Background: an optimization exercise with open tools, aiming at small area. Do not read the settings as production practice.
Where RTL was checked, it was by simulation tests only, not by an equivalence proof against the original.
The RTL of run 2 was laid out without a check of its function.
No driver is modelled on the clock port, so clocking that relies on it looks cheaper here than on a real chip.
No activity file was given, so power comes from the tool's default toggle rates.

### config.mk
export PLATFORM = sky130hd
export DESIGN_NAME = i2c_master
export DESIGN_NICKNAME = i2c_master
export VERILOG_FILES = /design/flow/design.v
export SDC_FILE = /design/flow/constraint.sdc
export NUM_CORES = 4
export LEC_CHECK = 0
export CAP_MARGIN = 20
export CORE_MARGIN = 2
export CORE_UTILIZATION = 40
export PLACE_DENSITY = 0.6
export SLEW_MARGIN = 20
### constraint.sdc
create_clock -name core_clock -period 5.0 [get_ports {i_local_clk}]
set_input_delay 1.0000 -clock core_clock [delete_from_list [all_inputs] [get_ports {i_local_clk}]]
set_output_delay 1.0000 -clock core_clock [all_outputs]
set_load 0.01 [all_outputs]
### design.v
module i2c_master #(
 parameter [15:0]  p_DIV = 16'd500
) (
 input                           i_rst_n
,input                           i_local_clk
,input                           i_start
,input         [8:0]             i_req_num
,input         [7:0]             i_device_addr
,input         [7:0]             i_reg_addr
,input         [7:0]             i_wr_data
,output                          o_wr_done
,output        [7:0]             o_rd_data
,output                          o_rd_valid
,output                          o_busy
,output        [7:0]             o_reg_addr
,output        [7:0]             o_ack_erro
,output                          o_erro_valid
,output                          o_scl
,input                           i_sda
,output                          o_sda
);
localparam [1:0] K_SPEC = 2'b00;
localparam [1:0] K_BIT  = 2'b01;
localparam [1:0] K_ACK  = 2'b10;
localparam [1:0] K_STOP = 2'b11;
localparam [1:0] P_DEV  = 2'b00;
localparam [1:0] P_REG  = 2'b01;
localparam [1:0] P_DATA = 2'b10;
localparam [1:0] P_DEVR = 2'b11;
localparam [3:0] S_IDLE   = {K_SPEC, 2'b00};
localparam [3:0] S_START  = {K_SPEC, 2'b01};
localparam [3:0] S_START2 = {K_SPEC, 2'b11};
reg    [3:0]     r_st     ;
reg    [6:0]     r_q      ;
reg    [1:0]     r_p      ;
reg    [2:0]     r_bit    ;
reg    [8:0]     r_cnt    ;
reg    [7:0]     r_rd_data;
reg              r_scl    ;
reg              r_sda    ;
wire   [1:0] w_k = r_st[3:2];
wire   [1:0] w_ph = r_st[1:0];
wire   w_rd    = i_device_addr[0];
wire   w_qend  = (r_q == 7'b1010000);   
wire   w_q0    = (r_q == 7'd0);
wire   w_e499  = w_qend & (r_p == 2'd3);
wire   w_d0    = w_q0 & (r_p == 2'd0);
wire   w_last  = (i_req_num == r_cnt);
wire   w_idle  = (r_st == S_IDLE);
wire   w_dtack = (r_st == {K_ACK, P_DATA});
wire   w_nack  = i_sda & ~((w_ph == P_DATA) & w_rd);
assign o_busy       = ~w_idle;
assign o_scl        = r_scl;
assign o_sda        = r_sda;
assign o_rd_data    = r_rd_data;
assign o_reg_addr   = i_reg_addr + r_cnt[7:0];
assign o_rd_valid   = w_dtack & w_rd & w_d0;
assign o_wr_done    = w_dtack & ~w_rd & w_q0 & (r_p == 2'd3) & ~i_sda;
assign o_erro_valid = w_d0 & (w_k == K_STOP) & ((w_ph != P_DATA) | (~w_rd & i_sda));
assign o_ack_erro   = {4'd0, w_ph == P_DEVR, w_ph == P_DATA, w_ph == P_REG, w_ph == P_DEV};
always @(posedge i_local_clk) begin
	if(w_idle) begin
		r_q <= {6'd0, i_start};
		r_p <= 'd0;
	end else if(w_qend) begin
		r_q <= 'd0;
		r_p <= r_p + 1'b1;
	end else
		r_q <= {r_q[5:0], ~(r_q[6] ^ r_q[5])};
end
always @(posedge i_local_clk) begin
	if(w_k != K_BIT)
		r_bit <= 'd0;
	else if(w_e499)
		r_bit <= r_bit + 1'b1;
end
always @(posedge i_local_clk) begin
	if(w_idle)
		r_cnt <= 'd0;
	else if(w_dtack & w_d0)
		r_cnt <= r_cnt + 1'b1;
end
always @(posedge i_local_clk) begin
	if(w_e499)
		r_rd_data <= {r_rd_data[6:0], i_sda};
end
reg w_bit;
always @(*) begin
	case(w_ph)
		P_DEV:   w_bit = i_device_addr[~r_bit] & (r_bit != 3'd7);
		P_REG:   w_bit = i_reg_addr[~r_bit];
		P_DATA:  w_bit = i_wr_data[~r_bit] | w_rd;
		default: w_bit = i_device_addr[~r_bit];
	endcase
end
always @(posedge i_local_clk or negedge i_rst_n) begin
	if(~i_rst_n)
		r_sda <= 1'b1;
	else if(r_st == S_START)
		r_sda <= (r_p == 2'd0);
	else if(r_st == S_START2)
		r_sda <= ~r_p[1];
	else if(w_qend) case(r_p)
		2'd0: case(w_k)
			K_BIT:   r_sda <= w_bit;
			K_ACK:   r_sda <= ~((w_ph == P_DATA) & w_rd) | w_last;
			K_STOP:  r_sda <= 1'b0;
			default: r_sda <= 1'b1;
		endcase
		2'd2: if(w_k == K_STOP) r_sda <= 1'b1;
		default: ;
	endcase
end
always @(posedge i_local_clk or negedge i_rst_n) begin
	if(~i_rst_n)
		r_scl <= 1'b1;
	else case(r_st)
		S_IDLE:   r_scl <= 1'b1;
		S_START:  r_scl <= ~r_p[1];
		S_START2: r_scl <= r_p[1] ^ r_p[0];
		default:  r_scl <= r_p[1];
	endcase
end
always @(posedge i_local_clk or negedge i_rst_n) begin
	if(~i_rst_n)
		r_st <= S_IDLE;
	else if(w_idle) begin
		if(i_start) r_st <= S_START;
	end else if(w_e499) case(w_k)
		K_SPEC:  r_st <= (r_st == S_START) ? {K_BIT, P_DEV} : {K_BIT, P_DEVR};
		K_BIT:   if(r_bit == 3'd7) r_st <= {K_ACK, w_ph};
		K_ACK:
			if(w_nack)
				r_st <= {K_STOP, w_ph};
			else case(w_ph)
				P_DEV:   r_st <= {K_BIT, P_REG};
				P_REG:   r_st <= w_rd ? S_START2 : {K_BIT, P_DATA};
				P_DATA:  r_st <= w_last ? {K_STOP, P_DATA} : {K_BIT, P_DATA};
				default: r_st <= {K_BIT, P_DATA};
			endcase
		default: r_st <= S_IDLE;
	endcase
end
endmodule
### flow/run.sh
#!/bin/bash
# Standard layout with four changes to how it is made:
#  - synthesis maps the logic with an area-oriented ABC script
#    (flow/abc_area.script) in place of ORFS's speed script; everything else
#    in the standard flow's synthesis script (synth_recipe.tcl) is kept as it is;
#  - the port buffers are made from the smallest buffer cell;
#  - the clock tree is built by flow/clktree.tcl (a balanced two-level tree
#    of five buffers) just before ORFS's CTS step;
#  - non-critical gates are downsized after global routing.
# Each tool's output is in standard.log (and ORFS's own logs under orfs/).
set -euo pipefail
here=$(pwd)
{
  echo "proc abc {args} {"
  echo "  set i [lsearch \$args -script]"
  echo "  lset args [expr {\$i + 1}] $here/flow/abc_area.script"
  echo "  yosys abc {*}\$args"
  echo "}"
  cat synth_recipe.tcl
} > synth_area.tcl
export BUFFER_PORTS_ARGS="-buffer_cell sky130_fd_sc_hd__buf_1"
export PRE_CTS_TCL=$here/flow/clktree.tcl
export RECOVER_POWER=100
bash standard.sh SYNTH_SCRIPT=$here/synth_area.tcl finish > standard.log 2>&1
### flow/abc_area.script
&get -n
&st
&dch -f
&nf -R 1000 -p
&put
topo
dnsize -c
### flow/clktree.tcl
# Run before CTS (PRE_CTS_TCL): a hand-made two-level clock tree. The
# flip-flops are split into four groups of about equal size by position
# (sorted along x); each group is driven by one clkbuf_4 placed at the
# group's centre, and the four leaf buffers by one clkbuf_2 root buffer on
# the clock port. The tree is balanced (every flip-flop is two buffers from
# the port); CTS then finds no unbuffered clock net left to build.
proc build_clock_tree { ngroups leaf_cell root_cell } {
  set block [ord::get_db_block]
  set sinks {}
  foreach iterm [[$block findNet i_local_clk] getITerms] {
    set inst [$iterm getInst]
    lassign [$inst getLocation] x y
    lappend sinks [list $x $y [$inst getName]/[[$iterm getMTerm] getName]]
  }
  set sinks [lsort -real -index 0 $sinks]
  set n [llength $sinks]
  set sumx 0
  set sumy 0
  for {set g 0} {$g < $ngroups} {incr g} {
    set lo [expr {$g * $n / $ngroups}]
    set hi [expr {($g + 1) * $n / $ngroups - 1}]
    set pins {}
    set sx 0
    set sy 0
    foreach s [lrange $sinks $lo $hi] {
      lappend pins [get_pins [lindex $s 2]]
      set sx [expr {$sx + [lindex $s 0]}]
      set sy [expr {$sy + [lindex $s 1]}]
    }
    set k [llength $pins]
    set cx [expr {$sx / $k / 1000.0}]
    set cy [expr {$sy / $k / 1000.0}]
    set sumx [expr {$sumx + $cx}]
    set sumy [expr {$sumy + $cy}]
    insert_buffer -buffer_cell $leaf_cell -net i_local_clk -load_pins $pins \
      -location [list $cx $cy] -buffer_name clkleaf_$g -net_name clkleaf_net_$g
  }
  insert_buffer -buffer_cell $root_cell -net i_local_clk \
    -location [list [expr {$sumx / $ngroups}] [expr {$sumy / $ngroups}]] \
    -buffer_name clkroot -net_name clkroot_net
}
build_clock_tree 4 sky130_fd_sc_hd__clkbuf_4 sky130_fd_sc_hd__clkbuf_2
### standard.sh
#!/bin/bash
# synth_recipe.tcl (not shown) runs the flow's synth.tcl, then flattens the netlist and writes it again
# the make line also repeats each setting of config.mk as NAME=value (left out here)
make -C /OpenROAD-flow-scripts/flow DESIGN_CONFIG=/design/flow/config.mk WORK_HOME=/design/flow/orfs CLKGATE_MAP_FILE= SYNTH_SCRIPT=/design/flow/synth_recipe.tcl "${@:-finish}"
==> results of run 1 <==
==> layout make-up, without the clock buffers <==
cell class | instances | area (sq um) | share of cell area
multi-input combinational | 168 | 1180 | 0.494
sequential | 35 | 813 | 0.339
timing repair buffer | 63 | 236 | 0.0986
tap | 70 | 87.6 | 0.0365
inverter | 11 | 41.3 | 0.0172
==> cell usage after synthesis (7+ instances only) <==
master / n
dfxtp_1: 21
edfxtp_1: 8
a21oi_1: 16
nand2_1: 17
nor3_1: 7
o21ai_0: 13
and3_1: 8
clkinv_1: 11
nor2_1: 18
ha_1: 13
xor2_1: 14
==> logic make-up (layout without fill, tap and decap cells) <==
logic type,Yosys count,after routing,synth area share
XOR/XNOR,20,20,0.0852
other,1,4,0.00182
adder cells (fa/ha/maj),14,14,0.0888
multiplexers,8,8,0.0760
flip-flops,35,35,0.395
buffers and inverters,15,79,0.0347
AND/OR/NAND/NOR,75,75,0.182
AO/OA/AOI/OAI,47,47,0.136
==> worst max path at each step <==
stage | from | endpoint | slack [ps] | cells after the start
2_1_floorplan | i_reg_addr[2] | o_reg_addr[7] | 1590 | 8
3_3_place_gp | i_reg_addr[2] | o_reg_addr[7] | 1340 | 10
5_1_grt | i_reg_addr[0] | o_reg_addr[6] | 1130 | 9
4_1_cts | i_reg_addr[2] | o_reg_addr[7] | 1320 | 10
3_5_place_dp | i_reg_addr[2] | o_reg_addr[7] | 1320 | 10
6_report | i_reg_addr[2] | o_reg_addr[7] | 1320 | 10
==> sequential cells by signal (all words and copies together) (netlist names) <==
signal	cells
r_sda	1
r_p	2
r_cnt	9
r_st	4
r_q	7
r_scl	1
r_bit	3
r_rd_data	8
==> metal layers <==
layer | GRT usage | up-vias
met4 | 0.0312 | 0
met5 | 0 | -
met3 | 0.0198 | 6
met2 | 0.276 | 73
met1 | 0.222 | 806
li1 | - | 914
==> worst register-to-register path: cells and delay by family, from the launching register on <==
kind | cells | cell delay, ps
and+or+nand+nor | 2 | 520
AOI/OAI and AO/OA | 2 | 670
buffers and inverters | 2 | 890
DFF | 1 | 500
==> power breakdown <==
part | switching (mW) | total (mW) | internal [mW]
registers | 0.0544 | 0.406 | 0.352
logic | 0.135 | 0.243 | 0.108
clock network | 0.0838 | 0.127 | 0.0429
total | 0.273 | 0.776 | 0.503
==> per-stage QoR <==
stage	util	area, sq um	hold slack (ps)	instances	power, mW
floorplan	-	2070	443	218	0.582
global placement	0.469	2370	435	347	0.656
detailed placement	0.469	2370	439	347	0.654
CTS	0.476	2400	439	352	0.749
global route	0.475	2400	477	352	0.845
finish	0.475	2400	466	352	0.776
==> reports/qor.yml, run 1 <==
setup_path:
  worstPathRequired_ps: 4000
  crit_family: "compound AO/OA/AOI/OAI gates"
  cp-end-kind: "primary output"
  critPathMaxStageDelay_ps: 340
  worst_ep_arrival_time_ps: 2680
  cp_max_fo: 4
  slowest_stage: "ha_1"
  path_buf_inv: 2
  r2r_start: "r_st[2]"
  r2r_slack_ps: 2310
  path_common_cell: "a21o_1"
  criticalPathCategory: "in -> out"
  r2r_cells: 6
  cp-start-kind: "primary input"
  path_cells: "buf_1 > ha_1 > a21oi_1 > nand2_1 > a21o_1 > a21o_1 > a21o_1 > a21oi_1 > xnor2_1 > buf_1"
  r2r-end: "r_st[0]"
status:
  status: "complete, no violations"
die:
  start_util: 0.408
  io_pins: 67
  die_area_sq_mm: 0.00573
  rows: 26
  die_w_um: 75.7
  coreArea_sq_mm: 0.00504
  die_y_um: 75.7
sta:
  fmax_mhz: 272
  min_period_ps: 3680
  fin_setup_tns_ps: 0
  relSlewSlack: 0.586
  fin_crit_sh: 0.736
  clock-skew-final_ps: 16.2
  finalWorstSetupSlack_ps: 1320
  hold_viol: 0
  finalMaxSlewViolations: 0
  worst_pin_slew_ps: 618
  setup_viol: 0
  rsz0062_at_grt: "no"
cts:
  cts-resized-gates: 0
  clk_transition_reported_paths_ps: 90
  cts_hold_buf: 0
  post_cts_buffers: 0
  clk_latency_ps: 340
global_route:
  first_global_vias: 1621
  overflow: 0
  grt_pass1_wl_um: 7390
  track_usage: 0.162
  antenna_found_initial: 0
  grt_max_degree: 16
routing:
  first_pass_iters: 4
  met1_length_um: 2130
  avgRoutedWirePerCell_um: 12.8
  num_vias: 1799
  vias_per_cell: 5.11
  routed.top_layer: "met4"
  first_iter_violations: 126
  drc_errors: 0
  wl_met2_um: 2010
  postRouteWirelength_um: 4490
  ant_nets: 0
  wl_met3_um: 299
power_and_ir_drop:
  p_leak_nw: 0.921
  powerDensity_mw_per_mm2: 324
  vdd_ir_drop_max_mv: 0.144
finish:
  layout-drive-gt1-share: 0.0461
  insertedDiodeCount: 0
  layout_common_cells: "buf_1, dfxtp_1, nor2_1"
  nFillCells: 489
  syn_to_final_growth_pct: 16.5
  nNetsFinal: 335
  layout_commonest_cell: "buf_1"
synth:
  yosysTopAreaCellShare: 0.204
  synth_flop_cell: "dfxtp_1"
  ys_top_cells_by_area: "dfxtp_1, edfxtp_1, ha_1, mux4_2, xor2_1"
  seq_area_frac_synth: 0.395
  yosysWarnings: 1
  yosys.cell_types.count: 37
  syn_inst: 215
  synth_area_per_cell_sq_um: 9.57
  ys_async_sr_fraction: 0.171
  synth_seq_cells: 35
  synth_edf_count: 8
  yosys.area.top_type: "dfxtp_1"
  syn_area_sq_mm: 0.00206
min_path:
  hold_start: "r_rd_data[3]"
  hp-class: "reg -> reg"
  min_to: "r_rd_data[4]"
  min_path_cells: 0
job:
  drv_cap: 0
placed_design:
  pre_cts_slack_ps: 1320
  dp.final_hpwl_um: 3520
  gp_congestion: 0.852
  io_buffer_count: 62
==> run 2, diff against run 1 <==
--- a/design.v
+++ b/design.v
@@ -54,5 +54,19 @@
 assign o_sda        = r_sda;
 assign o_rd_data    = r_rd_data;
-assign o_reg_addr   = i_reg_addr + r_cnt[7:0];
+reg    [7:0] w_ra_c;
+integer i;
+always @(*) begin
+	w_ra_c[0] = 1'b0;
+	for(i = 0; i < 7; i = i + 1)
+		w_ra_c[i+1] = (i_reg_addr[i] & r_cnt[i]) | ((i_reg_addr[i] ^ r_cnt[i]) & w_ra_c[i]);
+end
+assign o_reg_addr   = i_reg_addr ^ r_cnt[7:0] ^ w_ra_c;
+reg    [8:0] w_cnt_c;
+integer j;
+always @(*) begin
+	w_cnt_c[0] = w_dtack & w_d0;
+	for(j = 0; j < 8; j = j + 1)
+		w_cnt_c[j+1] = r_cnt[j] & w_cnt_c[j];
+end
 assign o_rd_valid   = w_dtack & w_rd & w_d0;
 assign o_wr_done    = w_dtack & ~w_rd & w_q0 & (r_p == 2'd3) & ~i_sda;
@@ -78,6 +92,6 @@
 	if(w_idle)
 		r_cnt <= 'd0;
-	else if(w_dtack & w_d0)
-		r_cnt <= r_cnt + 1'b1;
+	else
+		r_cnt <= r_cnt ^ w_cnt_c;
 end
 always @(posedge i_local_clk) begin
==> run 2 against run 1 <==
  * Wire length decreased by 8.7%
  * Via count decreased by 15%
  * Still clean on timing, DRC and antenna
  * Cell count decreased by 11%
  * Sequential power decreased by 3%
  * Sequential cell count stayed put
  * Fmax fell by 25%
  * Utilization grew 1.6 points
  * Clock power hardly changed
  * Register-to-register slack got worse by 190 ps
==> reports/qor.yml, run 2 <==
routing:
  postRouteWirelength_um: 4100  # was 4490 um
  drc_errors: 0  # unchanged
  avgRoutedWirePerCell_um: 13.1  # was 12.8 um
  first_iter_violations: 82  # was 126
  first_pass_iters: 4  # unchanged
  vias_per_cell: 4.91  # was 5.11
  ant_nets: 0  # unchanged
  num_vias: 1532  # was 1799
die:
  die_w_um: 74.3  # was 75.7 um
  rows: 25  # was 26
  die_area_sq_mm: 0.00552  # was 0.00573 sq mm
  io_pins: 67  # unchanged
  start_util: 0.416  # was 0.408
  coreArea_sq_mm: 0.00475  # was 0.00504 sq mm
  die_y_um: 74.3  # was 75.7 um
synth:
  yosysWarnings: 1  # unchanged
  synth_flop_cell: "dfxtp_1"  # unchanged
  yosys.area.top_type: "dfxtp_1"  # unchanged
  synth.most_common_cell: "dfxtp_1"  # unchanged
  syn_area_sq_mm: 0.00198  # was 0.00206 sq mm
  synth_seq_cells: 35  # unchanged
  yosysTopAreaCellShare: 0.213  # was 0.204
  seq_area_frac_synth: 0.411  # was 0.395
  yosys.cell_types.count: 38  # was 37
  synth_edf_count: 8  # unchanged
  syn_inst: 178  # was 215
  synth_common_cells: "dfxtp_1, ha_1, nor2b_1"  # was dfxtp_1, nor2_1, nand2_1
  synth_area_per_cell_sq_um: 11.1  # was 9.57 sq um
  ys_async_sr_fraction: 0.171  # unchanged
  ys_top_cells_by_area: "dfxtp_1, edfxtp_1, ha_1, mux4_2, fa_1"  # was dfxtp_1, edfxtp_1, ha_1, mux4_2, xor2_1
sta:
  relSlewSlack: 0.633  # was 0.586
  min_period_ps: 4880  # was 3680 ps
  setup_viol: 0  # unchanged
  fin_crit_sh: 0.976  # was 0.736
  hold_viol: 0  # unchanged
  clock-skew-final_ps: 10.3  # was 16.2 ps
  worst_pin_slew_ps: 551  # was 618 ps
  finalWorstSetupSlack_ps: 121  # was 1320 ps
  hold-worst-slack_ps: 451  # was 466 ps
  finalMaxSlewViolations: 0  # unchanged
  rsz0062_at_grt: "no"  # unchanged
  fmax_mhz: 205  # was 272 MHz
finish:
  nNetsFinal: 304  # was 335
  syn_to_final_growth_pct: 18.1  # was 16.5%
  insertedDiodeCount: 0  # unchanged
  top_register: "r_cnt"  # unchanged
  layout_common_cells: "buf_1, dfxtp_1, ha_1"  # was buf_1, dfxtp_1, nor2_1
  layout-drive-gt1-share: 0.0816  # was 0.0461
  largestRegisters: "r_cnt (9), r_rd_data (8), r_q (7)"  # unchanged
  instances_no_fill: 312  # was 352
  final_util: 0.491  # was 0.475
  largest_reg_flops: 9  # unchanged
  layout_commonest_cell: "buf_1"  # unchanged
job:
  drv_cap: 0  # unchanged
setup_path:
  startpoint: "i_reg_addr[0]"  # was i_reg_addr[2]
  cp-end-kind: "primary output"  # unchanged
  worstPathRequired_ps: 4000  # about the same
  cp-start-kind: "primary input"  # unchanged
  r2r_start: "r_q[1]"  # was r_st[2]
  worst_ep_arrival_time_ps: 3880  # was 2680 ps
  criticalPathCategory: "in -> out"  # unchanged
  cp_max_fo: 2  # was 4
power_and_ir_drop:
  internal_power_mw: 0.482  # was 0.503 mW
  power_mw: 0.715  # was 0.776 mW
  power_switching_mw: 0.233  # was 0.273 mW
  powerDensity_mw_per_mm2: 306  # was 324 mW/mm^2
  sequentialPowerShare: 0.550  # was 0.524
  power_frac_comb: 0.277  # was 0.313
  p_leak_nw: 0.935  # was 0.921 nW
  power_frac_clock: 0.173  # was 0.163
  switching_share: 0.326  # was 0.352
  vdd_ir_drop_max_mv: 0.167  # was 0.144 mV
min_path:
  hold_start: "r_rd_data[0]"  # was r_rd_data[3]
  hp-class: "reg -> reg"  # unchanged
global_route:
  grt_max_degree: 14  # was 16
  first_global_vias: 1448  # was 1621
  overflow: 0  # unchanged
  track_usage: 0.154  # was 0.162
  antenna_found_initial: 0  # unchanged
  grt_pass1_wl_um: 6780  # was 7390 um
cts:
  post_cts_buffers: 0  # unchanged
  clk_transition_reported_paths_ps: 80  # was 90 ps
  clk_latency_ps: 330  # was 340 ps
placed_design:
  gp_congestion: 0.806  # was 0.852
  dpl.cell_count: 307  # was 347
  dp.final_hpwl_um: 3270  # was 3520 um
  io_buffer_count: 62  # unchanged
  pre_cts_slack_ps: -160  # was 1320 ps
status:
  status: "complete, no violations"  # unchanged
-- run 2: cell types whose count changed after synthesis, sizes merged, moves of 5 or more --
cell / previous run / this run
fa: 1 / 6
nor3: 7 / 1
clkinv: 11 / 5
o21ai: 13 / 8
nor2: 18 / 12
nor2b: 4 / 13
a21oi: 16 / 5
nand2: 17 / 11
-- run 2: final timing paths --
kind                                 end  slack, ps  cells after the start
max                        o_reg_addr[7]        120                     11
min                         r_rd_data[1]        450                      0
max reg2reg                     r_cnt[7]       2120                     13
min reg2reg                 r_rd_data[1]        450                      0
max in group asynchronous          r_scl       4200                      1
min in group asynchronous        r_st[2]        520                      1
-- run 2: final cells by class, without the clock buffers --
class	instances	area (sq um)
sequential	35	813
tap	67	83.8
timing repair buffer	63	238
inverter	5	18.8
fill	489	2420
multi-input combinational	137	1150
-- run 2: worst max-delay path, cell delays in order --
cell	delay, ps
buf_1	80
ha_1	210
fa_1	380
fa_2	350
fa_2	350
fa_2	340
fa_2	370
fa_2	370
xnor2_2	140
xnor2_1	130
buf_2	150
-- run 2: logic make-up after synthesis --
group,share of synthesized area
adders and majority gates,0.149
AOI/OAI and AO/OA,0.0804
buffers and inverters,0.0247
and+or+nand+nor,0.169
DFF,0.411
xor gates and xnor gates,0.0620
muxes,0.101
other,0.00190
-- run 2: timing repair --
action / CTS / global route
endpoints found under the setup margin: 1 / 1
cloned: 0 / 0
hold buffers: 0 / 0
pin swaps: 1 / 1
gates resized for setup: 5 / 2
-- run 2: power groups by stage --
stage	combinational [mW]	sequential [mW]	clock [mW]
floorplan	0.144	0.392	0
global placement	0.201	0.399	0
detailed placement	0.199	0.398	0
CTS	0.200	0.399	0.0917
global route	0.230	0.402	0.141
finish	0.198	0.393	0.124
-- run 2: layer usage --
layer	global-route usage	routed length, um	vias up
li1	-	-	781
met1	0.222	1970	699
met2	0.263	1860	50
met3	0.0176	245	2
met4	0.0119	29	0
met5	0	0	-
-- run 2: per-stage QoR --
step	setup TNS (ps)	cell area (sq um)
finish	0	2330
global route	0	2330
CTS	0	2330
detailed placement	-160	2280
global placement	-133	2280
floorplan	0	1990
==> run 3, diff against run 2 <==
--- a/design.v
+++ b/design.v
@@ -79,5 +79,5 @@
 	end else if(w_qend) begin
 		r_q <= 'd0;
-		r_p <= r_p + 1'b1;
+		r_p <= {r_p[1] ^ r_p[0], ~r_p[0]};
 	end else
 		r_q <= {r_q[5:0], ~(r_q[6] ^ r_q[5])};
@@ -87,5 +87,5 @@
 		r_bit <= 'd0;
 	else if(w_e499)
-		r_bit <= r_bit + 1'b1;
+		r_bit <= {r_bit[2] ^ (r_bit[1] & r_bit[0]), r_bit[1] ^ r_bit[0], ~r_bit[0]};
 end
 always @(posedge i_local_clk) begin
==> run 3 against run 2 <==
  * Via count increased by 2.0%
  * Hold slack got worse by 5.1 ps
  * Sequential share of layout area increased by 0.34 points
  * Critical path type unchanged
  * Clock skew increased by 9.6 ps
==> reports/qor.yml, run 3 <==
synth:
  syn_inst: 178  # unchanged
  synth_seq_cells: 35  # unchanged
  synth.most_common_cell: "dfxtp_1"  # unchanged
  syn_area_sq_mm: 0.00197  # was 0.00198 sq mm
  yosysWarnings: 1  # unchanged
  synth_flop_cell: "dfxtp_1"  # unchanged
  ys_top_cells_by_area: "dfxtp_1, edfxtp_1, ha_1, mux4_2, fa_1"  # unchanged
  synth_area_per_cell_sq_um: 11.1  # about the same
  synth_common_cells: "dfxtp_1, ha_1, nor2b_1"  # unchanged
  yosys.cell_types.count: 33  # was 38
  yosysTopAreaCellShare: 0.213  # about the same
  ys_async_sr_fraction: 0.171  # unchanged
  seq_area_frac_synth: 0.412  # was 0.411
  synth_edf_count: 8  # unchanged
  yosys.area.top_type: "dfxtp_1"  # unchanged
placed_design:
  dp.final_hpwl_um: 3340  # was 3270 um
  io_buffer_count: 62  # unchanged
  pre_cts_slack_ps: 22.1  # was -160 ps
  gp_congestion: 0.924  # was 0.806
sta:
  finalMaxSlewViolations: 0  # unchanged
  fin_crit_sh: 0.967  # was 0.976
  setup_viol: 0  # unchanged
  fin_setup_tns_ps: 0  # unchanged
  finalWorstSetupSlack_ps: 164  # was 121 ps
  fmax_mhz: 207  # was 205 MHz
  hold-worst-slack_ps: 446  # was 451 ps
  min_period_ps: 4840  # was 4880 ps
  clock-skew-final_ps: 19.9  # was 10.3 ps
  rsz0062_at_grt: "no"  # unchanged
  hold_viol: 0  # unchanged
power_and_ir_drop:
  powerDensity_mw_per_mm2: 313  # was 306 mW/mm^2
  vdd_ir_drop_max_mv: 0.135  # was 0.167 mV
  p_leak_nw: 0.945  # was 0.935 nW
cts:
  clk_transition_reported_paths_ps: 110  # was 80 ps
  cts_hold_buf: 0  # unchanged
  clk_latency_ps: 360  # was 330 ps
finish:
  ff_latch_area_sq_um: 813  # unchanged
  layout_common_cells: "buf_1, dfxtp_1, ha_1"  # unchanged
  multi_input_comb_area_sq_mm: 0.00113  # was 0.00115 sq mm
  syn_to_final_growth_pct: 17.3  # was 18.1%
  nFillCells: 483  # was 489
  insertedDiodeCount: 0  # unchanged
  largestRegisters: "r_cnt (9), r_rd_data (8), r_q (7)"  # unchanged
  nNetsFinal: 304  # unchanged
  top_register: "r_cnt"  # unchanged
  largest_reg_flops: 9  # unchanged
  layout_commonest_cell: "buf_1"  # unchanged
  layout-drive-gt1-share: 0.0612  # was 0.0816
die:
  die_y_um: 74.2  # was 74.3 um
  die_area_sq_mm: 0.00551  # was 0.00552 sq mm
  die_w_um: 74.2  # was 74.3 um
  io_pins: 67  # unchanged
  rows: 25  # unchanged
  start_util: 0.417  # was 0.416
  coreArea_sq_mm: 0.00472  # was 0.00475 sq mm
routing:
  first_pass_iters: 4  # unchanged
  num_vias: 1563  # was 1532
  vias_per_cell: 5.01  # was 4.91
  ant_nets: 0  # unchanged
  drc_errors: 0  # unchanged
  postRouteWirelength_um: 4190  # was 4100 um
  avgRoutedWirePerCell_um: 13.4  # was 13.1 um
  first_iter_violations: 115  # was 82
global_route:
  track_usage: 0.158  # was 0.154
  overflow: 0  # unchanged
  antenna_found_initial: 0  # unchanged
  grt_max_degree: 14  # unchanged
  first_global_vias: 1485  # was 1448
  grt_pass1_wl_um: 6980  # was 6780 um
job:
  drv_cap: 0  # unchanged
status:
  status: "complete, no violations"  # unchanged
setup_path:
  cp-start-kind: "primary input"  # unchanged
  cp_max_fo: 2  # unchanged
  path_common_cell: "fa_1"  # was fa_2
  worstPathRequired_ps: 4000  # about the same
  worst_ep_arrival_time_ps: 3840  # was 3880 ps
  critPathMaxStageDelay_ps: 390  # was 380 ps
  cp-end-kind: "primary output"  # unchanged
  criticalPathCategory: "in -> out"  # unchanged
  path_buf_inv: 2  # unchanged
  r2r_slack_ps: 2090  # was 2120 ps
  crit_family: "adder cells"  # unchanged
  slowest_stage: "fa_1"  # unchanged
  path_cells: "buf_1 > ha_1 > fa_1 > fa_1 > fa_2 > fa_1 > fa_1 > fa_1 > xnor2_1 > buf_2"  # was buf_1 > ha_1 > fa_1 > fa_2 > fa_2 > fa_2 > fa_2 > fa_2 > xnor2_2 > xnor2_1 > buf_2
min_path:
  hp-class: "reg -> reg"  # unchanged
run 3: worst paths after layout:
check,startpoint,end,depth (start not counted)
max in group asynchronous,i_rst_n,r_sda,1
setup / recovery,i_reg_addr[0],o_reg_addr[7],10
setup reg to reg,r_q[3],r_cnt[7],13
hold reg to reg,r_rd_data[3],r_rd_data[4],0
min in group asynchronous,i_rst_n,r_st[3],1
hold / removal,r_rd_data[3],r_rd_data[4],0
run 3: per-stage QoR:
step	utilization	instance area (sq um)	std cells	total power [mW]
after CTS	0.490	2310	312	0.692
final	0.490	2310	312	0.723
after global routing	0.490	2310	312	0.776
after floorplan	-	1980	181	0.537
after detailed placement	0.482	2280	307	0.599
after global placement	0.482	2280	307	0.601
run 3: cells by family after synthesis:
family          after synthesis  synth area share
simple gates                 61             0.164
flops                        35             0.412
compound gates               27            0.0850
fa+ha+maj                    20             0.150
xor+xnor                     14            0.0622
mux                          12             0.102
buf+inv                       8            0.0228
other cells                   1           0.00190
run 3: report_power, final:
part | switching (mW) | internal, mW | leakage [nW] | total (mW)
Sequential | 0.0483 | 0.347 | 0.314 | 0.395
Clock | 0.0878 | 0.0427 | 0.0226 | 0.131
Combinational | 0.106 | 0.0917 | 0.609 | 0.198
run 3: per-layer routing:
layer / global-route usage / vias up / wire [um]
met5: 0 / - / 0
met4: 0.0238 / 0 / 65
met3: 0.0217 / 9 / 263
met2: 0.269 / 50 / 1940
met1: 0.222 / 734 / 1920
li1: - / 770 / -
run 3: layout make-up, without the clock buffers:
type                    count  area share
inverters                   4     0.00649
multi-input cells         138       0.488
flip-flops and latches     35       0.352
well taps                  67      0.0363
repair buffers             63       0.103
run 3: timing repair:
item                       4_1_cts  5_1_grt
resized for setup                0        3
setup buffers                    0        0
setup endpoints to repair        0        1
==> run 4, diff against run 3 <==
--- a/config.mk
+++ b/config.mk
@@ -10,3 +10,4 @@
 export CORE_UTILIZATION = 40
 export PLACE_DENSITY = 0.6
+export SETUP_SLACK_MARGIN = 0.3
 export SLEW_MARGIN = 20
==> run 4 against run 3 <==
  * Still clean
  * Via count fell by 1.1%
  * Wire length rose by 3.4%
  * Clock skew fell by 5.7 ps
  * Combinational power rose by 3%
  * Fmax rose by 1.4%
  * Clock power fell by 5%
==> reports/qor.yml, run 4 <==
status:
  status: "complete, no violations"  # unchanged
sta:
  finalWorstSetupSlack_ps: 231  # was 164 ps
  finalMaxSlewViolations: 0  # unchanged
  worst_pin_slew_ps: 509
  clock-skew-final_ps: 14.2  # was 19.9 ps
  fin_setup_tns_ps: 0  # unchanged
  rsz0062_at_grt: "yes"  # was no
  fin_crit_sh: 0.954  # was 0.967
  hold_viol: 0  # unchanged
  relSlewSlack: 0.660
  min_period_ps: 4770  # was 4840 ps
  fmax_mhz: 210  # was 207 MHz
  setup_viol: 0  # unchanged
power_and_ir_drop:
  switching_share: 0.334  # was 0.335
  powerDensity_mw_per_mm2: 310  # was 313 mW/mm^2
  power_mw: 0.725  # was 0.723 mW
  vdd_ir_drop_max_mv: 0.135  # about the same
  power_switching_mw: 0.242  # about the same
  p_leak_nw: 0.945  # about the same
  power_frac_comb: 0.282  # was 0.273
  power_frac_clock: 0.172  # was 0.180
  sequentialPowerShare: 0.546  # about the same
  internal_power_mw: 0.483  # was 0.481 mW
placed_design:
  dp.final_hpwl_um: 3500  # was 3340 um
  gp_congestion: 0.878  # was 0.924
  io_buffer_count: 62  # unchanged
  placed_cell_area_sq_mm: 0.00228  # about the same
  pre_cts_slack_ps: -34.4  # was 22.1 ps
setup_path:
  r2r-end: "r_sda"  # was r_cnt[7]
  crit_family: "adder cells"  # unchanged
  worstPathRequired_ps: 4000  # about the same
  r2r_slack_ps: 2090  # about the same
  cp-end-kind: "primary output"  # unchanged
  critPathMaxStageDelay_ps: 380  # was 390 ps
  worst_ep_arrival_time_ps: 3770  # was 3840 ps
  cp-start-kind: "primary input"  # unchanged
  slowest_stage: "fa_1"  # unchanged
  path_buf_inv: 2  # unchanged
  r2r_cells: 7  # was 13
  r2r_start: "r_bit[0]"  # was r_q[3]
  criticalPathCategory: "in -> out"  # unchanged
  cp_max_fo: 2  # unchanged
  path_cells: "clkbuf_1 > ha_1 > fa_1 > fa_2 > fa_2 > fa_2 > fa_2 > fa_2 > xnor2_2 > clkbuf_1"  # was buf_1 > ha_1 > fa_1 > fa_1 > fa_2 > fa_1 > fa_1 > fa_1 > xnor2_1 > buf_2
  path_common_cell: "fa_2"  # was fa_1
global_route:
  met3_usage: 0.0230  # was 0.0217
  met1_usage: 0.239  # was 0.222
  first_global_vias: 1503  # was 1485
  antenna_found_initial: 0  # unchanged
  grt_max_degree: 14  # unchanged
  overflow: 0  # unchanged
  grt_busiest_layer: "met2"  # unchanged
  grt_pass1_wl_um: 7220  # was 6980 um
  track_usage: 0.165  # was 0.158
  met2_usage: 0.271  # was 0.269
die:
  coreArea_sq_mm: 0.00472  # unchanged
  die_area_sq_mm: 0.00551  # unchanged
  rows: 25  # unchanged
  die_y_um: 74.2  # unchanged
  die_w_um: 74.2  # unchanged
  io_pins: 67  # unchanged
  start_util: 0.417  # unchanged
synth:
  synth_flop_cell: "dfxtp_1"  # unchanged
  synth_seq_cells: 35  # unchanged
  syn_inst: 178  # unchanged
  yosysWarnings: 1  # unchanged
  yosysTopAreaCellShare: 0.213  # unchanged
  yosys.cell_types.count: 33  # unchanged
  synth_common_cells: "dfxtp_1, ha_1, nor2b_1"  # unchanged
  yosys.area.top_type: "dfxtp_1"  # unchanged
  ys_async_sr_fraction: 0.171  # unchanged
  synth.most_common_cell: "dfxtp_1"  # unchanged
  syn_area_sq_mm: 0.00197  # unchanged
  ys_top_cells_by_area: "dfxtp_1, edfxtp_1, ha_1, mux4_2, fa_1"  # unchanged
  seq_area_frac_synth: 0.412  # unchanged
  synth_area_per_cell_sq_um: 11.1  # unchanged
  synth_edf_count: 8  # unchanged
min_path:
  hold_start: "r_rd_data[4]"  # was r_rd_data[3]
  hp-class: "reg -> reg"  # unchanged
  min_to: "r_rd_data[5]"  # was r_rd_data[4]
  min_path_cells: 0  # unchanged
finish:
  final_cell_area_sq_mm: 0.00234  # was 0.00231 sq mm
  layout_common_cells: "buf_1, dfxtp_1, ha_1"  # unchanged
  nNetsFinal: 304  # unchanged
  largest_reg_flops: 9  # unchanged
  layout_commonest_cell: "buf_1"  # unchanged
  insertedDiodeCount: 0  # unchanged
  layout-drive-gt1-share: 0.0816  # was 0.0612
  top_register: "r_cnt"  # unchanged
  syn_to_final_growth_pct: 18.5  # was 17.3%
  largestRegisters: "r_cnt (9), r_rd_data (8), r_q (7)"  # unchanged
routing:
  vias_per_cell: 4.96  # was 5.01
  postRouteWirelength_um: 4330  # was 4190 um
  num_vias: 1546  # was 1563
  avgRoutedWirePerCell_um: 13.9  # was 13.4 um
  first_pass_iters: 4  # unchanged
  ant_nets: 0  # unchanged
  first_iter_violations: 114  # was 115
  drc_errors: 0  # unchanged
cts:
  post_cts_buffers: 0  # unchanged
  clk_latency_ps: 320  # was 360 ps
  clk_transition_reported_paths_ps: 80  # was 110 ps
job:
  drv_cap: 0  # unchanged
==> run 4: cell counts after synthesis <==
No cell type changed its count.
==> run 4: cell families after synthesis <==
group                    Yosys count  share of synthesized area
XOR/XNOR                          14                     0.0622
other                              1                    0.00190
AND/OR/NAND/NOR                   61                      0.164
flip-flops                        35                      0.412
adder cells (fa/ha/maj)           20                      0.150
buffers and inverters              8                     0.0228
multiplexers                      12                      0.102
AO/OA/AOI/OAI                     27                     0.0850
==> run 4: final cells by class, without the clock buffers <==
cell class                      count  area [sq um]
Fill cell                         466          2390
Inverter                            4          15.0
Tap cell                           67          83.8
Multi-Input combinational cell    138          1140
Timing Repair Buffer               63           244
Sequential cell                    35           813
==> run 4: how the worst max path moves through the flow <==
stage | startpoint | slack, ps | cells past startpoint | endpoint
after floorplan | i_reg_addr[0] | 300 | 8 | o_reg_addr[7]
after global placement | i_reg_addr[0] | -3 | 10 | o_reg_addr[7]
after detailed placement | i_reg_addr[0] | -30 | 10 | o_reg_addr[7]
after CTS | i_reg_addr[0] | 300 | 10 | o_reg_addr[7]
after global routing | i_reg_addr[0] | 150 | 10 | o_reg_addr[7]
final | i_reg_addr[0] | 230 | 10 | o_reg_addr[7]
==> run 4: per-layer routing <==
| layer | routed length, um | vias up |
|---|---|---|
| met5 | 0 | - |
| met4 | 48 | 0 |
| met3 | 272 | 4 |
| met2 | 1980 | 55 |
| met1 | 2030 | 721 |
| li1 | - | 766 |
==> run 4: power by group through the flow <==
stage                     sequential, mW  clock (mW)  combinational (mW)
after global placement             0.399           0               0.201
final                              0.396       0.125               0.204
after global routing               0.405       0.140               0.236
after detailed placement           0.402           0               0.203
after floorplan                    0.391           0               0.146
after CTS                          0.402      0.0917               0.205
==> run 4: what timing repair did <==
action	in CTS	in global routing
hold buffers	0	0
gates resized for setup	8	4
endpoints found under the setup margin	2	2
==> run 4: stage by stage <==
stage	hold WS (ps)	std cells	utilization
5_1_grt	483	312	0.495
4_1_cts	435	312	0.495
2_1_floorplan	453	181	-
3_3_place_gp	439	307	0.484
6_report	457	312	0.495
3_5_place_dp	435	307	0.484
==> run 5, diff against run 4 <==
--- a/flow/run.sh
+++ b/flow/run.sh
@@ -6,5 +6,5 @@
 #  - the port buffers are made from the smallest buffer cell;
 #  - the clock tree is built by flow/clktree.tcl (a balanced two-level tree
-#    of five buffers) just before ORFS's CTS step;
+#    of four buffers) just before ORFS's CTS step;
 #  - non-critical gates are downsized after global routing.
 # Each tool's output is in standard.log (and ORFS's own logs under orfs/).
--- a/flow/clktree.tcl
+++ b/flow/clktree.tcl
@@ -1,6 +1,6 @@
 # Run before CTS (PRE_CTS_TCL): a hand-made two-level clock tree. The
-# flip-flops are split into four groups of about equal size by position
-# (sorted along x); each group is driven by one clkbuf_4 placed at the
-# group's centre, and the four leaf buffers by one clkbuf_2 root buffer on
+# flip-flops are split into three groups of about equal size by position
+# (sorted along x); each group is driven by one clkbuf_8 placed at the
+# group's centre, and the three leaf buffers by one clkbuf_2 root buffer on
 # the clock port. The tree is balanced (every flip-flop is two buffers from
 # the port); CTS then finds no unbuffered clock net left to build.
@@ -40,3 +40,3 @@
     -buffer_name clkroot -net_name clkroot_net
 }
-build_clock_tree 4 sky130_fd_sc_hd__clkbuf_4 sky130_fd_sc_hd__clkbuf_2
+build_clock_tree 3 sky130_fd_sc_hd__clkbuf_8 sky130_fd_sc_hd__clkbuf_2
--- a/config.mk
+++ b/config.mk
@@ -10,4 +10,3 @@
 export CORE_UTILIZATION = 40
 export PLACE_DENSITY = 0.6
-export SETUP_SLACK_MARGIN = 0.3
 export SLEW_MARGIN = 20
==> run 5 against run 4 <==
  * Sequential cell count is the same
  * Fmax down 1.4%
  * Still clean on timing, DRC and antenna
  * Die area did not move
  * First-iteration DRC count up 8.8%
  * Sequential power about the same
  * Critical path depth stayed put
  * Cell count fell by 0.32%
==> reports/qor.yml, run 5 <==
global_route:
  grt_pass1_wl_um: 6840  # was 7220 um
  overflow: 0  # unchanged
  first_global_vias: 1464  # was 1503
  track_usage: 0.155  # was 0.165
  grt_max_degree: 14  # unchanged
  antenna_found_initial: 0  # unchanged
synth:
  synth.most_common_cell: "dfxtp_1"  # unchanged
  yosys.area.top_type: "dfxtp_1"  # unchanged
  yosys.cell_types.count: 33  # unchanged
  syn_inst: 178  # unchanged
  synth_area_per_cell_sq_um: 11.1  # unchanged
  ys_async_sr_fraction: 0.171  # unchanged
  syn_area_sq_mm: 0.00197  # unchanged
  yosysTopAreaCellShare: 0.213  # unchanged
  yosysWarnings: 1  # unchanged
  synth_seq_cells: 35  # unchanged
  synth_edf_count: 8  # unchanged
  synth_common_cells: "dfxtp_1, ha_1, nor2b_1"  # unchanged
  synth_flop_cell: "dfxtp_1"  # unchanged
  ys_top_cells_by_area: "dfxtp_1, edfxtp_1, ha_1, mux4_2, fa_1"  # unchanged
  seq_area_frac_synth: 0.412  # unchanged
sta:
  fin_setup_tns_ps: 0  # unchanged
  finalMaxSlewViolations: 0  # unchanged
  min_period_ps: 4830  # was 4770 ps
  hold_viol: 0  # unchanged
  fmax_mhz: 207  # was 210 MHz
  clock-skew-final_ps: 7.21  # was 14.2 ps
  rsz0062_at_grt: "no"  # was yes
  setup_viol: 0  # unchanged
  fin_crit_sh: 0.967  # was 0.954
finish:
  syn_to_final_growth_pct: 17.8  # was 18.5%
  final_cell_area_sq_mm: 0.00232  # was 0.00234 sq mm
  largest_reg_flops: 9  # unchanged
  nFillCells: 478  # was 466
  top_register: "r_cnt"  # unchanged
  layout-drive-gt1-share: 0.0574  # was 0.0816
  layout_commonest_cell: "buf_1"  # unchanged
  final_util: 0.492  # was 0.495
  largestRegisters: "r_cnt (9), r_rd_data (8), r_q (7)"  # unchanged
  nNetsFinal: 303  # was 304
  layout_common_cells: "buf_1, dfxtp_1, ha_1"  # unchanged
  insertedDiodeCount: 0  # unchanged
routing:
  ant_nets: 0  # unchanged
  first_pass_iters: 4  # unchanged
  postRouteWirelength_um: 4110  # was 4330 um
  avgRoutedWirePerCell_um: 13.2  # was 13.9 um
  drc_errors: 0  # unchanged
  first_iter_violations: 124  # was 114
  vias_per_cell: 5.05  # was 4.96
  num_vias: 1570  # was 1546
cts:
  clk_transition_reported_paths_ps: 70  # was 80 ps
  clk_latency_ps: 330  # was 320 ps
min_path:
  hp-class: "reg -> reg"  # unchanged
  min_path_cells: 0  # unchanged
  min_to: "r_rd_data[1]"  # was r_rd_data[5]
  hold_start: "r_rd_data[0]"  # was r_rd_data[4]
setup_path:
  r2r_slack_ps: 2110  # was 2090 ps
  worst_ep_arrival_time_ps: 3830  # was 3770 ps
  worstPathRequired_ps: 4000  # about the same
  cp-start-kind: "primary input"  # unchanged
  cp_max_fo: 2  # unchanged
  criticalPathCategory: "in -> out"  # unchanged
  cp-end-kind: "primary output"  # unchanged
  r2r-end: "r_cnt[7]"  # was r_sda
  r2r_start: "r_q[3]"  # was r_bit[0]
  r2r_cells: 13  # was 7
die:
  die_area_sq_mm: 0.00551  # unchanged
  die_w_um: 74.2  # unchanged
  start_util: 0.417  # unchanged
  die_y_um: 74.2  # unchanged
  coreArea_sq_mm: 0.00472  # unchanged
  rows: 25  # unchanged
  io_pins: 67  # unchanged
placed_design:
  gp_congestion: 0.924  # was 0.878
  dp.final_hpwl_um: 3340  # was 3500 um
  io_buffer_count: 62  # unchanged
  placed_cell_area_sq_mm: 0.00228  # about the same
status:
  status: "complete, no violations"  # unchanged
power_and_ir_drop:
  vdd_ir_drop_max_mv: 0.163  # was 0.135 mV
  powerDensity_mw_per_mm2: 316  # was 310 mW/mm^2
  p_leak_nw: 0.948  # was 0.945 nW
job:
  drv_cap: 0  # unchanged
[run 5: how the worst max path moves through the flow]
| stage | depth (start not counted) | slack, ps | from | endpoint |
|---|---|---|---|---|
| floorplan | 8 | 290 | i_reg_addr[0] | o_reg_addr[7] |
| CTS | 10 | 40 | i_reg_addr[0] | o_reg_addr[7] |
| global route | 10 | 0.4 | i_reg_addr[0] | o_reg_addr[7] |
| global placement | 10 | 70 | i_reg_addr[0] | o_reg_addr[7] |
| finish | 10 | 170 | i_reg_addr[0] | o_reg_addr[7] |
| detailed placement | 10 | 20 | i_reg_addr[0] | o_reg_addr[7] |
[run 5: power by group]
| part | internal [mW] | leakage, nW | switching (mW) |
|---|---|---|---|
| clock | 0.0590 | 0.0257 | 0.0829 |
| combinational | 0.0917 | 0.609 | 0.106 |
| sequential | 0.347 | 0.314 | 0.0483 |
[run 5: critical path, cell delays in order]
cell and delay (ps):
buf_1 80, ha_1 200, fa_1 380, fa_1 390, fa_2 360, fa_1 380, fa_1 390, fa_1 380
xnor2_1 130, buf_2 140
[run 5: area by class of cell, without the clock buffers]
class	instances	area (sq um)	share of cell area
multi-input combinational	138	1130	0.485
timing repair buffer	63	238	0.102
inverter	4	15.0	0.00646
tap	67	83.8	0.0361
sequential	35	813	0.350
[run 5: stage by stage]
stage          cells  hold WS (ps)  setup WS [ps]  total power, mW
2_1_floorplan    181           453            286            0.537
3_3_place_gp     307           433           69.9            0.601
3_5_place_dp     307           430           22.1            0.599
4_1_cts          311           430           41.1            0.711
5_1_grt          311           455          0.399            0.787
6_report         311           445            165            0.734
[run 5: metal layers]
metal	routed length (um)	vias up	track usage
met3	294	4	0.0230
li1	-	772	-
met2	1900	56	0.261
met4	42	0	0.0179
met1	1870	738	0.221
met5	0	-	0
[run 5: cell families (layout without fill, tap and decap cells)]
group / count (synthesis) / in the layout / share of synthesized area
buf+inv: 8 / 71 / 0.0228
flops: 35 / 35 / 0.412
fa+ha+maj: 20 / 20 / 0.150
compound gates: 27 / 27 / 0.0850
xor+xnor: 14 / 14 / 0.0622
other cells: 1 / 4 / 0.00190
mux: 12 / 12 / 0.102
simple gates: 61 / 61 / 0.164
[run 5: what timing repair did]
action / 4_1_cts / 5_1_grt
setup buffers: 0 / 0
resized for setup: 0 / 3
hold buffers: 0 / 0
setup endpoints to repair: 0 / 1
==> run 6, diff against run 5 <==
--- a/flow/run.sh
+++ b/flow/run.sh
@@ -7,5 +7,6 @@
 #  - the clock tree is built by flow/clktree.tcl (a balanced two-level tree
 #    of four buffers) just before ORFS's CTS step;
-#  - non-critical gates are downsized after global routing.
+#  - gates with slack to spare are downsized (flow/recover.tcl) just before
+#    global routing, ahead of ORFS's post-route repair of slew and load.
 # Each tool's output is in standard.log (and ORFS's own logs under orfs/).
 set -euo pipefail
@@ -21,4 +22,4 @@
 export BUFFER_PORTS_ARGS="-buffer_cell sky130_fd_sc_hd__buf_1"
 export PRE_CTS_TCL=$here/flow/clktree.tcl
-export RECOVER_POWER=100
+export PRE_GLOBAL_ROUTE_TCL=$here/flow/recover.tcl
 bash standard.sh SYNTH_SCRIPT=$here/synth_area.tcl finish > standard.log 2>&1
==> flow/recover.tcl (new file) <==
# Run before global routing (PRE_GLOBAL_ROUTE_TCL): downsize gates that have
# timing slack to spare. ORFS's own repair_design after global routing then
# fixes any slew or capacitance limit this leaves violated.
estimate_parasitics -placement
repair_timing -recover_power 100
==> run 6 against run 5 <==
  * Synthesized cell count stayed put
  * Global-route usage is the same
  * First-iteration DRC count unchanged
  * Utilization is the same
  * Fmax unchanged
  * Register-to-register slack about the same
  * Critical path type unchanged
==> reports/qor.yml, run 6 <==
synth:
  synth_area_per_cell_sq_um: 11.1  # unchanged
  synth_seq_cells: 35  # unchanged
  synth_common_cells: "dfxtp_1, ha_1, nor2b_1"  # unchanged
  seq_area_frac_synth: 0.412  # unchanged
  ys_top_cells_by_area: "dfxtp_1, edfxtp_1, ha_1, mux4_2, fa_1"  # unchanged
  syn_area_sq_mm: 0.00197  # unchanged
  yosys.cell_types.count: 33  # unchanged
  synth_edf_count: 8  # unchanged
  ys_async_sr_fraction: 0.171  # unchanged
  yosysWarnings: 1  # unchanged
  yosysTopAreaCellShare: 0.213  # unchanged
  syn_inst: 178  # unchanged
  yosys.area.top_type: "dfxtp_1"  # unchanged
  synth_flop_cell: "dfxtp_1"  # unchanged
  synth.most_common_cell: "dfxtp_1"  # unchanged
setup_path:
  path_cells: "buf_1 > ha_1 > fa_1 > fa_1 > fa_2 > fa_1 > fa_1 > fa_1 > xnor2_1 > buf_2"  # unchanged
  path_common_cell: "fa_1"  # unchanged
  cp-end-kind: "primary output"  # unchanged
  r2r-end: "r_cnt[7]"  # unchanged
  cp-start-kind: "primary input"  # unchanged
  r2r_slack_ps: 2100  # was 2110 ps
  r2r_cells: 13  # unchanged
  critPathMaxStageDelay_ps: 390  # about the same
  cp_max_fo: 2  # unchanged
  r2r_start: "r_q[3]"  # unchanged
  endpoint: "o_reg_addr[7]"  # unchanged
  startpoint: "i_reg_addr[0]"  # unchanged
  slowest_stage: "fa_1"  # unchanged
  worst_ep_arrival_time_ps: 3830  # about the same
  worstPathRequired_ps: 4000  # about the same
  criticalPathCategory: "in -> out"  # unchanged
sta:
  setup_viol: 0  # unchanged
  fin_setup_tns_ps: 0  # unchanged
  fin_crit_sh: 0.967  # unchanged
  finalWorstSetupSlack_ps: 165  # unchanged
  hold_viol: 0  # unchanged
  rsz0062_at_grt: "no"  # unchanged
  min_period_ps: 4830  # unchanged
  fmax_mhz: 207  # unchanged
  finalMaxSlewViolations: 0  # unchanged
  clock-skew-final_ps: 7.24  # was 7.21 ps
cts:
  cts_hold_buf: 0  # unchanged
  clk_transition_reported_paths_ps: 70  # about the same
  post_cts_buffers: 0  # unchanged
  clk_latency_ps: 330  # about the same
finish:
  largest_reg_flops: 9  # unchanged
  top_register: "r_cnt"  # unchanged
  layout_common_cells: "buf_1, dfxtp_1, ha_1"  # unchanged
  insertedDiodeCount: 0  # unchanged
  nFillCells: 478  # unchanged
  syn_to_final_growth_pct: 17.8  # unchanged
  multi_input_comb_area_sq_mm: 0.00113  # unchanged
  layout-drive-gt1-share: 0.0574  # unchanged
  largestRegisters: "r_cnt (9), r_rd_data (8), r_q (7)"  # unchanged
  nNetsFinal: 303  # unchanged
  ff_latch_area_sq_um: 813  # unchanged
  layout_commonest_cell: "buf_1"  # unchanged
global_route:
  overflow: 0  # unchanged
  met1_usage: 0.221  # unchanged
  met2_usage: 0.261  # unchanged
  antenna_found_initial: 0  # unchanged
  grt_pass1_wl_um: 6840  # unchanged
  grt_busiest_layer: "met2"  # unchanged
  grt_max_degree: 14  # unchanged
  met3_usage: 0.0230  # unchanged
  first_global_vias: 1464  # unchanged
  track_usage: 0.155  # unchanged
power_and_ir_drop:
  vdd_ir_drop_max_mv: 0.163  # about the same
  power_mw: 0.734  # about the same
  p_leak_nw: 0.948  # unchanged
  powerDensity_mw_per_mm2: 316  # about the same
routing:
  num_vias: 1567  # was 1570
  postRouteWirelength_um: 4100  # was 4110 um
  first_iter_violations: 124  # unchanged
  avgRoutedWirePerCell_um: 13.2  # about the same
  vias_per_cell: 5.04  # was 5.05
  drc_errors: 0  # unchanged
  ant_nets: 0  # unchanged
  first_pass_iters: 4  # unchanged
placed_design:
  gp_congestion: 0.924  # unchanged
  pre_cts_slack_ps: 22.1  # unchanged
  io_buffer_count: 62  # unchanged
  dp.final_hpwl_um: 3340  # unchanged
die:
  die_area_sq_mm: 0.00551  # unchanged
  start_util: 0.417  # unchanged
  die_w_um: 74.2  # unchanged
  rows: 25  # unchanged
  coreArea_sq_mm: 0.00472  # unchanged
  die_y_um: 74.2  # unchanged
  io_pins: 67  # unchanged
status:
  status: "complete, no violations"  # unchanged
min_path:
  hp-class: "reg -> reg"  # unchanged
job:
  drv_cap: 0  # unchanged
run 6: cell counts after synthesis:
Identical to the previous run, type by type.
run 6: power by group:
part / internal (mW) / total, mW / switching, mW
clock: 0.0590 / 0.142 / 0.0829
combinational: 0.0917 / 0.197 / 0.105
sequential: 0.347 / 0.395 / 0.0482
run 6: worst min-delay path by stage:
| stage | from | end | slack [ps] | cells after the start |
|---|---|---|---|---|
| global route | r_rd_data[0] | r_rd_data[1] | 450 | 0 |
| global placement | r_rd_data[5] | r_rd_data[6] | 430 | 0 |
| detailed placement | r_rd_data[0] | r_rd_data[1] | 430 | 0 |
| floorplan | r_q[3] | r_q[4] | 450 | 1 |
| finish | r_rd_data[0] | r_rd_data[1] | 450 | 0 |
| CTS | r_rd_data[0] | r_rd_data[1] | 430 | 0 |
run 6: what timing repair did:
action	4_1_cts	5_1_grt
setup endpoints to repair	0	1
hold endpoints to repair	0	0
resized for setup	0	3
run 6: cell families (layout without fill, tap and decap cells):
kind of cell	after synthesis	in the layout	synth area share
and+or+nand+nor	61	61	0.164
DFF	35	35	0.412
AOI/OAI and AO/OA	27	27	0.0850
adders and majority gates	20	20	0.150
xor gates and xnor gates	14	14	0.0622
muxes	12	12	0.102
buffers and inverters	8	71	0.0228
other	1	4	0.00190
run 6: worst max-delay path, delay by kind of cell:
family,cells,cell delay [ps]
fa+ha+maj,7,2480
buf+inv,2,220
xor+xnor,1,130
run 6: through the flow:
step | hold WS, ps | utilization | std cells | area, sq um
after floorplan | 453 | - | 181 | 1980
after global placement | 433 | 0.482 | 307 | 2280
after detailed placement | 430 | 0.482 | 307 | 2280
after CTS | 430 | 0.492 | 311 | 2320
after global routing | 455 | 0.492 | 311 | 2320
final | 445 | 0.492 | 311 | 2320
run 6: final cells by class, without the clock buffers:
class,instances,area share
repair buffers,63,0.102
multi-input cells,138,0.485
inverters,4,0.00646
flip-flops and latches,35,0.350
well taps,67,0.0361
run 6: routing by layer:
metal	share of wire	wire, um
met2	0.46	1890
met3	0.069	285
met1	0.46	1880
met4	0.010	42
met5	0	0
==> run 7, diff against run 6 <==
--- a/design.v
+++ b/design.v
@@ -21,13 +21,13 @@
 );
 localparam [1:0] K_SPEC = 2'b00;
-localparam [1:0] K_BIT  = 2'b01;
-localparam [1:0] K_ACK  = 2'b10;
+localparam [1:0] K_BIT  = 2'b10;
+localparam [1:0] K_ACK  = 2'b01;
 localparam [1:0] K_STOP = 2'b11;
-localparam [1:0] P_DEV  = 2'b00;
-localparam [1:0] P_REG  = 2'b01;
-localparam [1:0] P_DATA = 2'b10;
+localparam [1:0] P_DEV  = 2'b10;
+localparam [1:0] P_REG  = 2'b00;
+localparam [1:0] P_DATA = 2'b01;
 localparam [1:0] P_DEVR = 2'b11;
 localparam [3:0] S_IDLE   = {K_SPEC, 2'b00};
-localparam [3:0] S_START  = {K_SPEC, 2'b01};
+localparam [3:0] S_START  = {K_SPEC, 2'b10};
 localparam [3:0] S_START2 = {K_SPEC, 2'b11};
 reg    [3:0]     r_st     ;
==> run 7 against run 6 <==
  * Critical path depth unchanged
  * Still clean on timing, DRC and antenna
  * Wire length fell by 0.24%
  * Final area is 0.70% lower
  * Power increased by 7.5%
  * Critical endpoint unchanged
  * Worst setup slack worse by 78 ps
  * Sequential cell count did not move
  * Utilization fell by 0.34 points
  * Clock skew increased by 3.9 ps
  * Global-route usage down 0.098 points
  * Synthesized cell count unchanged
  * Sequential share of layout area grew 0.25 points
  * Fmax shrank 1.6%
  * Largest power group unchanged
==> reports/qor.yml, run 7 <==
die:
  start_util: 0.412  # was 0.417
  die_area_sq_mm: 0.00544  # was 0.00551 sq mm
  rows: 25  # unchanged
  coreArea_sq_mm: 0.00472  # unchanged
  die_y_um: 73.8  # was 74.2 um
  die_w_um: 73.8  # was 74.2 um
  io_pins: 67  # unchanged
cts:
  clk_latency_ps: 340  # was 330 ps
  clk_transition_reported_paths_ps: 70  # about the same
  cts_hold_buf: 0  # unchanged
synth:
  synth_seq_cells: 35  # unchanged
  syn_area_sq_mm: 0.00195  # was 0.00197 sq mm
  seq_area_frac_synth: 0.418  # was 0.412
  synth_area_per_cell_sq_um: 10.9  # was 11.1 sq um
  synth_edf_count: 8  # unchanged
  yosys.cell_types.count: 36  # was 33
  yosysWarnings: 1  # unchanged
  synth.most_common_cell: "dfxtp_1"  # unchanged
  syn_inst: 178  # unchanged
  yosys.area.top_type: "dfxtp_1"  # unchanged
  synth_flop_cell: "dfxtp_1"  # unchanged
  ys_async_sr_fraction: 0.171  # unchanged
  synth_common_cells: "dfxtp_1, ha_1, nand2_1"  # was dfxtp_1, ha_1, nor2b_1
  ys_top_cells_by_area: "dfxtp_1, edfxtp_1, ha_1, mux4_2, fa_1"  # unchanged
  yosysTopAreaCellShare: 0.216  # was 0.213
power_and_ir_drop:
  vdd_ir_drop_max_mv: 0.164  # was 0.163 mV
  powerDensity_mw_per_mm2: 342  # was 316 mW/mm^2
  power_mw: 0.790  # was 0.734 mW
  p_leak_nw: 0.940  # was 0.948 nW
finish:
  final_util: 0.488  # was 0.492
  largestRegisters: "r_cnt (9), r_rd_data (8), r_q (7)"  # unchanged
  layout_common_cells: "buf_1, dfxtp_1, nand2_1, ha_1, nor2b_1"  # was buf_1, dfxtp_1, ha_1
  layout_commonest_cell: "buf_1"  # unchanged
  ff_latch_area_sq_um: 813  # unchanged
  layout-drive-gt1-share: 0.0656  # was 0.0574
  largest_reg_flops: 9  # unchanged
  nNetsFinal: 303  # unchanged
  final_cell_area_sq_mm: 0.00231  # was 0.00232 sq mm
  top_register: "r_cnt"  # unchanged
  insertedDiodeCount: 0  # unchanged
  nFillCells: 449  # was 478
  instances_no_fill: 311  # unchanged
  syn_to_final_growth_pct: 18.5  # was 17.8%
  multi_input_comb_area_sq_mm: 0.00110  # was 0.00113 sq mm
sta:
  fmax_mhz: 204  # was 207 MHz
  min_period_ps: 4910  # was 4830 ps
  fin_crit_sh: 0.982  # was 0.967
  worst_pin_slew_ps: 632
  finalWorstSetupSlack_ps: 87.6  # was 165 ps
  relSlewSlack: 0.579
  hold_viol: 0  # unchanged
  hold-worst-slack_ps: 450  # was 445 ps
  setup_viol: 0  # unchanged
  finalMaxSlewViolations: 0  # unchanged
  rsz0062_at_grt: "no"  # unchanged
  clock-skew-final_ps: 11.2  # was 7.24 ps
  fin_setup_tns_ps: 0  # unchanged
min_path:
  min_path_cells: 0  # unchanged
  hp-class: "reg -> reg"  # unchanged
  min_to: "r_rd_data[3]"  # was r_rd_data[1]
  hold_start: "r_rd_data[2]"  # was r_rd_data[0]
global_route:
  first_global_vias: 1467  # was 1464
  grt_max_degree: 14  # unchanged
  grt_pass1_wl_um: 6760  # was 6840 um
  track_usage: 0.154  # was 0.155
  overflow: 0  # unchanged
  antenna_found_initial: 0  # unchanged
routing:
  drc_errors: 0  # unchanged
  vias_per_cell: 4.83  # was 5.04
  first_iter_violations: 91  # was 124
  ant_nets: 0  # unchanged
  first_pass_iters: 4  # unchanged
  avgRoutedWirePerCell_um: 13.2  # about the same
  postRouteWirelength_um: 4090  # was 4100 um
  num_vias: 1501  # was 1567
setup_path:
  cp-end-kind: "primary output"  # unchanged
  cp-start-kind: "primary input"  # unchanged
  criticalPathCategory: "in -> out"  # unchanged
  worst_ep_arrival_time_ps: 3910  # was 3830 ps
  worstPathRequired_ps: 4000  # about the same
  r2r_slack_ps: 2060  # was 2100 ps
  r2r_start: "r_q[3]"  # unchanged
  r2r_cells: 13  # unchanged
  r2r-end: "r_cnt[7]"  # unchanged
  cp_max_fo: 2  # unchanged
placed_design:
  gp_congestion: 0.843  # was 0.924
  dpl.cell_count: 307  # unchanged
  pre_cts_slack_ps: 2.94  # was 22.1 ps
  placed_cell_area_sq_mm: 0.00226  # was 0.00228 sq mm
  dp.final_hpwl_um: 3250  # was 3340 um
  io_buffer_count: 62  # unchanged
status:
  status: "complete, no violations"  # unchanged
job:
  drv_cap: 0  # unchanged
run 7: cell count changes after synthesis, moves of 2 or more:
cell / delta
nand2b_1: -2
nor3_1: -2
clkinv_1: +3
nand2_1: +3
mux2_1: -3
o41a_1: -2
run 7: critical path, stage by stage:
cell	delay, ps
buf_1	80
ha_1	210
fa_1	390
fa_2	360
fa_1	390
fa_1	400
fa_2	350
fa_1	400
xnor2_1	180
buf_2	150
run 7: final cells by class, without the clock buffers:
type	instances	share of cell area
Tap cell	67	0.0363
Timing Repair Buffer	63	0.103
Multi-Input combinational cell	135	0.477
Sequential cell	35	0.352
Inverter	7	0.0114
run 7: metal layers:
layer  part of all wire  vias to the layer above  GRT usage
met2               0.46                       56      0.253
met4             0.0039                        0    0.00808
met3              0.077                        2     0.0261
li1                   -                      766          -
met1               0.46                      677      0.225
met5                  0                        -          0
run 7: logic make-up after synthesis:
kind of cell	Yosys count	share of synthesized area
fa+ha+maj	20	0.152
other cells	1	0.00193
simple gates	60	0.165
xor+xnor	14	0.0630
buf+inv	11	0.0289
compound gates	28	0.0868
mux	9	0.0855
flops	35	0.418
run 7: power breakdown:
part	switching (mW)	internal [mW]
combinational	0.134	0.101
sequential	0.0574	0.353
clock	0.0840	0.0590
total	0.276	0.514
run 7: what timing repair did:
action                                  in CTS  in global routing
endpoints found under the setup margin       1                  2
hold endpoints to repair                     0                  0
resized for setup                            1                  2
buffers inserted                             0                  0
run 7: how the worst max path moves through the flow:
stage / startpoint / end / slack, ps
CTS: i_reg_addr[0] / o_reg_addr[7] / 20
finish: i_reg_addr[0] / o_reg_addr[7] / 90
floorplan: i_reg_addr[0] / o_reg_addr[7] / 290
global placement: i_reg_addr[0] / o_reg_addr[7] / 70
detailed placement: i_reg_addr[0] / o_reg_addr[7] / 3
global route: i_reg_addr[0] / o_reg_addr[7] / 8

[afterwards: timing with drivers on the ports]
In the flow no input, the clock included, has a driving cell. The finished layouts below were timed again as built, in two steps.
Step 1 (the two cells are an assumption about what drives the block):
set clk [get_ports {i_local_clk}]
set_driving_cell -lib_cell sky130_fd_sc_hd__clkbuf_16 $clk
set_driving_cell -lib_cell sky130_fd_sc_hd__buf_2 [delete_from_list [all_inputs] $clk]
Step 2 also shifts input and output timing later by t, the mid clock arrival at the registers, as if the neighbouring blocks saw the same clock.
a / b / c = no drivers / after step 1 / after step 2; a / b = the first two.
run | t, ns | setup WS [ns] | clock arrival spread, ns
run 1 | 0.353 | 1.319 / 1.296 / 1.296 | 0.016 / 0.016
run 2 | 0.349 | 0.121 / 0.100 / 0.100 | 0.010 / 0.010
run 3 | 0.374 | 0.164 / 0.142 / 0.142 | 0.019 / 0.020
run 4 | 0.343 | 0.231 / 0.211 / 0.211 | 0.014 / 0.015
run 5 | 0.354 | 0.165 / 0.143 / 0.143 | 0.007 / 0.007
run 6 | 0.355 | 0.165 / 0.143 / 0.143 | 0.007 / 0.008
run 7 | 0.353 | 0.088 / 0.068 / 0.068 | 0.011 / 0.011
After both steps every run listed still meets setup and hold. For run 1, which loses most, drivers alone change the setup slack by -0.023 ns; drivers and shift together by -0.023 ns.
